Source: an optimization exercise on an open RTL-to-GDS flow (aim: a short achievable clock period and few clock cycles). Production flows keep margins and buffers that such runs may drop. The RTL was checked by simulation tests, not by an equivalence proof against the original design. Power figures rest on the tool's default switching activity, not on a simulated workload.

==> v12 <==
==> flow/design.v <==
module cpu18 (
  input  wire        clk,
  input  wire        rst,
  output wire [9:0]  imem_addr,
  input  wire [17:0] imem_rdata,
  output wire [9:0]  dmem_addr,
  output wire [17:0] dmem_wdata,
  output wire        dmem_we,
  input  wire [17:0] dmem_rdata,
  output wire        halt
);
  reg  [9:0]  pc;
  reg  [17:0] R [0:15];
  reg         zf, cf;
  reg         halted;
  reg  [15:0] e_wen;      
  reg         e_wr;       
  reg  [3:0]  e_dst;
  reg         e_ld, e_st, e_cmp, e_rst;
  reg  [1:0]  e_aluop;    
  reg  [17:0] opa, opb, sdata;
  reg  [9:0]  daddr;
  reg [17:0] alu;
  always @* begin
    case (e_aluop)
      2'd0: alu = opa + opb;
      2'd1: alu = opa & opb;
      2'd2: alu = ~(opa & opb);
      default: alu = ~(opa | opb);
    endcase
  end
  wire [17:0] result = e_ld ? dmem_rdata : alu;
  wire        c_eq   = (opa == opb);
  wire        c_lt   = (opa < opb);
  wire [17:0] ins  = imem_rdata;
  wire [3:0]  op   = ins[17:14];
  wire [3:0]  dst  = ins[13:10];
  wire [3:0]  src1 = ins[9:6];
  wire [3:0]  src2 = ins[3:0];
  wire [9:0]  off  = ins[9:0];
  wire f_alu = (op[3:2] == 2'b00);
  wire f_imm = (op[3:1] == 3'b010);
  wire f_ld  = (op == 4'b0110);
  wire f_st  = (op == 4'b0111);
  wire f_cmp = (op == 4'b1000);
  wire f_rst = (op == 4'b1111);
  wire zf_n = e_cmp ? c_eq : (e_rst ? 1'b0 : zf);
  wire cf_n = e_cmp ? c_lt : (e_rst ? 1'b0 : cf);
  reg taken;
  always @* begin
    case (op)
      4'b1001: taken = 1'b1;
      4'b1010: taken = zf_n;
      4'b1011: taken = ~zf_n & ~cf_n;
      4'b1100: taken = cf_n;
      4'b1101: taken = ~cf_n;
      4'b1110: taken = cf_n | zf_n;
      default: taken = 1'b0;
    endcase
  end
  function [17:0] rd;
    input [3:0] s;
    begin
      if (e_rst)
        rd = 18'd0;
      else if (e_wr && e_dst == s)
        rd = result;
      else
        rd = R[s];
    end
  endfunction
  wire [17:0] imm_ext = {{12{ins[5]}}, ins[5:0]};
  integer k;
  always @(posedge clk or posedge rst) begin
    if (rst) begin
      pc      <= 10'd0;
      halted  <= 1'b0;
      zf      <= 1'b0;
      cf      <= 1'b0;
      e_wen   <= 16'd0;
      e_wr    <= 1'b0;
      e_dst   <= 4'd0;
      e_ld    <= 1'b0;
      e_st    <= 1'b0;
      e_cmp   <= 1'b0;
      e_rst   <= 1'b0;
      e_aluop <= 2'd0;
      opa     <= 18'd0;
      opb     <= 18'd0;
      sdata   <= 18'd0;
      daddr   <= 10'd0;
      for (k = 0; k < 16; k = k + 1)
        R[k] <= 18'd0;
    end else begin
      for (k = 0; k < 16; k = k + 1)
        if (e_rst)
          R[k] <= 18'd0;
        else if (e_wen[k])
          R[k] <= result;
      zf <= zf_n;
      cf <= cf_n;
      pc      <= taken ? pc + off : pc + 10'd1;
      halted  <= halted | (taken && off == 10'd0);
      e_wr    <= f_alu | f_imm | f_ld;
      e_dst   <= dst;
      for (k = 0; k < 16; k = k + 1)
        e_wen[k] <= (f_alu | f_imm | f_ld) && dst == k;
      e_ld    <= f_ld;
      e_st    <= f_st;
      e_cmp   <= f_cmp;
      e_rst   <= f_rst;
      e_aluop <= op[1:0];
      opa     <= rd(src1);
      opb     <= f_imm ? imm_ext : rd(src2);
      sdata   <= rd(dst);
      daddr   <= off;
    end
  end
  assign imem_addr  = pc;
  assign dmem_addr  = daddr;
  assign dmem_wdata = sdata;
  assign dmem_we    = e_st;
  assign halt       = halted;
endmodule
==> flow/run.sh <==
#!/bin/bash
# synth_recipe.tcl (not shown) runs the flow's synth.tcl, then flattens the netlist and writes it again
# the make line also repeats each setting of config.mk as NAME=value (left out here)
make -C /OpenROAD-flow-scripts/flow DESIGN_CONFIG=/design/flow/config.mk WORK_HOME=/design/flow/orfs CLKGATE_MAP_FILE= SYNTH_SCRIPT=/design/flow/synth_recipe.tcl finish
==> flow/config.mk <==
export PLATFORM = sky130hd
export DESIGN_NAME = cpu18
export DESIGN_NICKNAME = cpu18
export VERILOG_FILES = /design/flow/design.v
export SDC_FILE = /design/flow/constraint.sdc
export NUM_CORES = 4
export LEC_CHECK = 0
export CAP_MARGIN = 20
export CORE_MARGIN = 2
export CORE_UTILIZATION = 40
export SLEW_MARGIN = 20
==> flow/constraint.sdc <==
create_clock -name core_clock -period 9.0 [get_ports {clk}]
set_input_delay 1.8000 -clock core_clock [delete_from_list [all_inputs] [get_ports {clk}]]
set_output_delay 1.8000 -clock core_clock [all_outputs]
set_load 0.01 [all_outputs]
==> v38: changes against v12 <==
==> flow/design.v, changed modules only <==
module cpu18 (
  input  wire        clk,
  input  wire        rst,
  output wire [9:0]  imem_addr,
  input  wire [17:0] imem_rdata,
  output wire [9:0]  dmem_addr,
  output wire [17:0] dmem_wdata,
  output wire        dmem_we,
  input  wire [17:0] dmem_rdata,
  output wire        halt
);
  reg  [9:0]  pc;
  reg  [17:0] R [0:15];
  reg         zf, cf;
  reg         halted;
  reg  [15:0] e_wen;      
  reg         e_wr;       
  reg  [3:0]  e_dst;
  reg         e_ld, e_st, e_cmp, e_rst;
  reg         e_sum;      
  reg  [1:0]  e_aluop;    
  reg  [17:0] opa, opb, sdata;
  reg  [9:0]  daddr;
  reg [17:0] lres;
  always @* begin
    if (e_rst)
      lres = 18'd0;
    else if (e_ld)
      lres = dmem_rdata;
    else
      case (e_aluop)
        2'd1: lres = opa & opb;
        2'd2: lres = ~(opa & opb);
        default: lres = ~(opa | opb);
      endcase
  end
  wire [17:0] sum    = opa + opb;
  wire [17:0] result = e_sum ? sum : lres;
  wire        c_eq   = (opa == opb);
  wire        c_lt   = (opa < opb);
  wire [17:0] ins  = imem_rdata;
  wire [3:0]  op   = ins[17:14];
  wire [3:0]  dst  = ins[13:10];
  wire [3:0]  src1 = ins[9:6];
  wire [3:0]  src2 = ins[3:0];
  wire [9:0]  off  = ins[9:0];
  wire f_alu = (op[3:2] == 2'b00);
  wire f_imm = (op[3:1] == 3'b010);
  wire f_ld  = (op == 4'b0110);
  wire f_st  = (op == 4'b0111);
  wire f_cmp = (op == 4'b1000);
  wire f_rst = (op == 4'b1111);
  wire zf_n = e_cmp ? c_eq : ~e_rst & zf;
  wire cf_n = e_cmp ? c_lt : ~e_rst & cf;
  function cond;
    input [3:0] o;
    input z, c;
    begin
      case (o)
        4'b1001: cond = 1'b1;
        4'b1010: cond = z;
        4'b1011: cond = ~z & ~c;
        4'b1100: cond = c;
        4'b1101: cond = ~c;
        4'b1110: cond = c | z;
        default: cond = 1'b0;
      endcase
    end
  endfunction
  function [9:0] add10;
    input [9:0] a, b;
    reg [9:0] g, p, gg, pp, gn, pn;
    integer i, d;
    begin
      g = a & b;
      p = a ^ b;
      gg = g;
      pp = p;
      for (d = 1; d < 10; d = d * 2) begin
        gn = gg;
        pn = pp;
        for (i = d; i < 10; i = i + 1) begin
          gn[i] = gg[i] | (pp[i] & gg[i-d]);
          pn[i] = pp[i] & pp[i-d];
        end
        gg = gn;
        pp = pn;
      end
      add10 = p ^ {gg[8:0], 1'b0};
    end
  endfunction
  wire [9:0] pc1  = pc + 10'd1;
  wire [9:0] tgt  = add10(pc, off);
  wire       tk_n = cond(op, 1'b0, 1'b0);
  wire       tk_z = cond(op, 1'b1, 1'b0);
  wire       tk_c = cond(op, 1'b0, 1'b1);
  wire [9:0] pc_n = tk_n ? tgt : pc1;
  wire [9:0] pc_z = tk_z ? tgt : pc1;
  wire [9:0] pc_c = tk_c ? tgt : pc1;
  wire [9:0] pc_next = zf_n ? pc_z : cf_n ? pc_c : pc_n;
  wire       taken   = zf_n ? tk_z : cf_n ? tk_c : tk_n;
  function [17:0] rd;
    input [3:0] s;
    begin
      if (e_rst || (e_wr && e_dst == s))
        rd = result;
      else
        rd = R[s];
    end
  endfunction
  wire [17:0] imm_ext = {{12{ins[5]}}, ins[5:0]};
  integer k;
  always @(posedge clk or posedge rst) begin
    if (rst) begin
      pc      <= 10'd0;
      halted  <= 1'b0;
      zf      <= 1'b0;
      cf      <= 1'b0;
      e_wen   <= 16'd0;
      e_wr    <= 1'b0;
      e_ld    <= 1'b0;
      e_st    <= 1'b0;
      e_cmp   <= 1'b0;
      e_rst   <= 1'b0;
      e_sum   <= 1'b0;
      for (k = 0; k < 16; k = k + 1)
        R[k] <= 18'd0;
    end else begin
      for (k = 0; k < 16; k = k + 1)
        if (e_wen[k])
          R[k] <= result;
      zf <= zf_n;
      cf <= cf_n;
      pc      <= pc_next;
      halted  <= halted | (taken && off == 10'd0);
      e_wr    <= f_alu | f_imm | f_ld;
      for (k = 0; k < 16; k = k + 1)
        e_wen[k] <= f_rst || ((f_alu | f_imm | f_ld) && dst == k);
      e_ld    <= f_ld;
      e_st    <= f_st;
      e_cmp   <= f_cmp;
      e_rst   <= f_rst;
      e_sum   <= (f_alu | f_imm) && op[1:0] == 2'd0;
    end
  end
  always @(posedge clk) begin
    e_dst   <= dst;
    e_aluop <= op[1:0];
    opa     <= rd(src1);
    opb     <= f_imm ? imm_ext : rd(src2);
    sdata   <= rd(dst);
    daddr   <= off;
  end
  assign imem_addr  = pc;
  assign dmem_addr  = daddr;
  assign dmem_wdata = sdata;
  assign dmem_we    = e_st;
  assign halt       = halted;
endmodule
==> flow/flow/run.sh (new file) <==
#!/bin/bash
# The standard layout, with timing repair aiming for a tighter target than
# the 9 ns clock (a larger setup slack margin); constraints are unchanged.
set -euo pipefail
bash standard.sh SETUP_SLACK_MARGIN=6 finish > make_finish.log 2>&1
==> flow/standard.sh (new file) <==
#!/bin/bash
# synth_recipe.tcl (not shown) runs the flow's synth.tcl, then flattens the netlist and writes it again
# the make line also repeats each setting of config.mk as NAME=value (left out here)
make -C /OpenROAD-flow-scripts/flow DESIGN_CONFIG=/design/flow/config.mk WORK_HOME=/design/flow/orfs CLKGATE_MAP_FILE= SYNTH_SCRIPT=/design/flow/synth_recipe.tcl "${@:-finish}"
- CAP_MARGIN: 20 -> 40
- CORE_UTILIZATION: 40 -> 30
- SLEW_MARGIN: 20 -> 40
- TNS_END_PERCENT: unset -> 100
removed: flow/run.sh
==> v31: changes against v12 <==
- CORE_UTILIZATION: 40 -> 30
- SETUP_SLACK_MARGIN: unset -> 5
- TNS_END_PERCENT: unset -> 100
==> qor summary <==
quantity	v31	v12	v38
Total Power	6.51 mW	6.27 mW	8.03 mW
Number of synthesized register bits	392	392	393
Largest vdd supply drop	0.000156 V	0.000127 V	0.000141 V
Weighted congestion reported at the end of routability-driven placement	0.960	0.970	1.05
Multiplexer share of the synthesized area	2.73%	2.73%	5.74%
Wire per inst	31.1 um	32.2 um	34.1 um
Required time of the worst setup path	9.47 ns	9.53 ns	9.52 ns
Starting DRT DRC Count	3,596	3,524	4,896
Area share of fa/ha/maj cells after synthesis	3.65%	3.65%	3.79%
Die outline area	77,800 um^2	58,600 um^2	78,400 um^2
Area of the core region	74,700 um^2	56,200 um^2	75,700 um^2
Initial antenna violation count	4	5	11
Run status	finished clean	finished clean	finished clean
Non-Clock Buffer Count	233	148	455
Starting density of the core	30.4%	40.4%	30.2%
Switching Power	2.44 mW	2.36 mW	3.36 mW
Testbench counts of v12, summed over its fixed seeds: cycles 66,468.
Testbench counts of v38, summed over its fixed seeds: cycles 66,468.
Testbench counts of v31, summed over its fixed seeds: cycles 66,468.

========
==> inputs of run a <==
cpu18, a different RTL version from the one above (not shown whole).
Design cpu18, start of the top module:
module cpu18 (
  input  wire        clk,
  input  wire        rst,
  output wire [9:0]  imem_addr,
  input  wire [17:0] imem_rdata,
  output wire [9:0]  dmem_addr,
  output wire [17:0] dmem_wdata,
  output wire        dmem_we,
  input  wire [17:0] dmem_rdata,
  output wire        halt
);
==> flow/config.mk <==
export PLATFORM = sky130hd
export DESIGN_NAME = cpu18
export DESIGN_NICKNAME = cpu18
export VERILOG_FILES = /design/flow/design.v
export SDC_FILE = /design/flow/constraint.sdc
export NUM_CORES = 4
export LEC_CHECK = 0
export CAP_MARGIN = 40
export CORE_MARGIN = 2
export CORE_UTILIZATION = 30
export PLACE_DENSITY = 0.42
export SLEW_MARGIN = 40
export TNS_END_PERCENT = 100
==> flow/constraint.sdc <==
create_clock -name core_clock -period 9.0 [get_ports {clk}]
set_input_delay 1.8000 -clock core_clock [delete_from_list [all_inputs] [get_ports {clk}]]
set_output_delay 1.8000 -clock core_clock [all_outputs]
set_load 0.01 [all_outputs]
standard.sh (not shown) runs the stock make flow with config.mk's settings and CLKGATE_MAP_FILE= SYNTH_SCRIPT=/design/flow/synth_recipe.tcl, a recipe that flattens the netlist after the stock synthesis.
==> flow/flow/run.sh <==
#!/bin/bash
# The standard layout, with timing repair aiming for a tighter target than
# the 9 ns clock (a larger setup slack margin); constraints are unchanged.
set -euo pipefail
bash standard.sh SETUP_SLACK_MARGIN=6 finish > make_finish.log 2>&1
==> run b: changes against run a <==
- PLACE_DENSITY: 0.42 -> default
==> comparison <==
- Against run a, the hold slack of run b is higher by 4.8 ps.
- Register-to-register slack: run a is higher than run b (40 ps).
- Between run b and run a, the lower design area is in run b (gap 4.8%, measured against run a).
- Between run b and run a, the lower power is in run b (gap 7.5%, measured against run a).
- Area after synthesis is the same in run a and run b.
- In run a the global-route usage is higher than in run b, by 4.0 points.
Testbench counts of run a, summed over its fixed seeds: cycles 55,825.
Testbench counts of run b, summed over its fixed seeds: cycles 55,825.

afterwards: timing with drivers on the ports:
Ports are ideal in the flow. The routed layouts listed here were re-timed in OpenROAD.
Step 1, drivers: a clkbuf_16 drives clk and a buf_2 each remaining input, both assumed.
Step 2, shift: input delay + t, output delay - t, t = (earliest + latest rising clock arrival at the registers) / 2. This alone moves slack from input paths to output paths.
Slacks: ideal / step 1 / step 2; pairs: ideal / step 1.
run | t, ns | slack for setup (ns) | hold slack, ns | cell pins on the clock port's net
v12 | 0.653 | 3.811 / 3.811 / 3.271 | 0.526 / 0.526 / 0.526 | 1
v38 | 0.705 | 5.837 / 5.679 / 4.974 | 0.477 / 0.477 / 0.477 | 1
v31 | 0.645 | 4.967 / 4.998 / 4.354 | 0.508 / 0.508 / 0.508 | 1
run a | 0.970 | 5.385 / 5.355 / 4.396 | 0.320 / 0.320 / 0.320 | 1
run b | 0.961 | 5.473 / 5.473 / 4.645 | 0.325 / 0.325 / 0.325 | 1
After both steps setup and hold are still met in every run listed. The setup slack of run a, which loses most, moves by -0.030 ns with the drivers and by -0.989 ns with both steps.
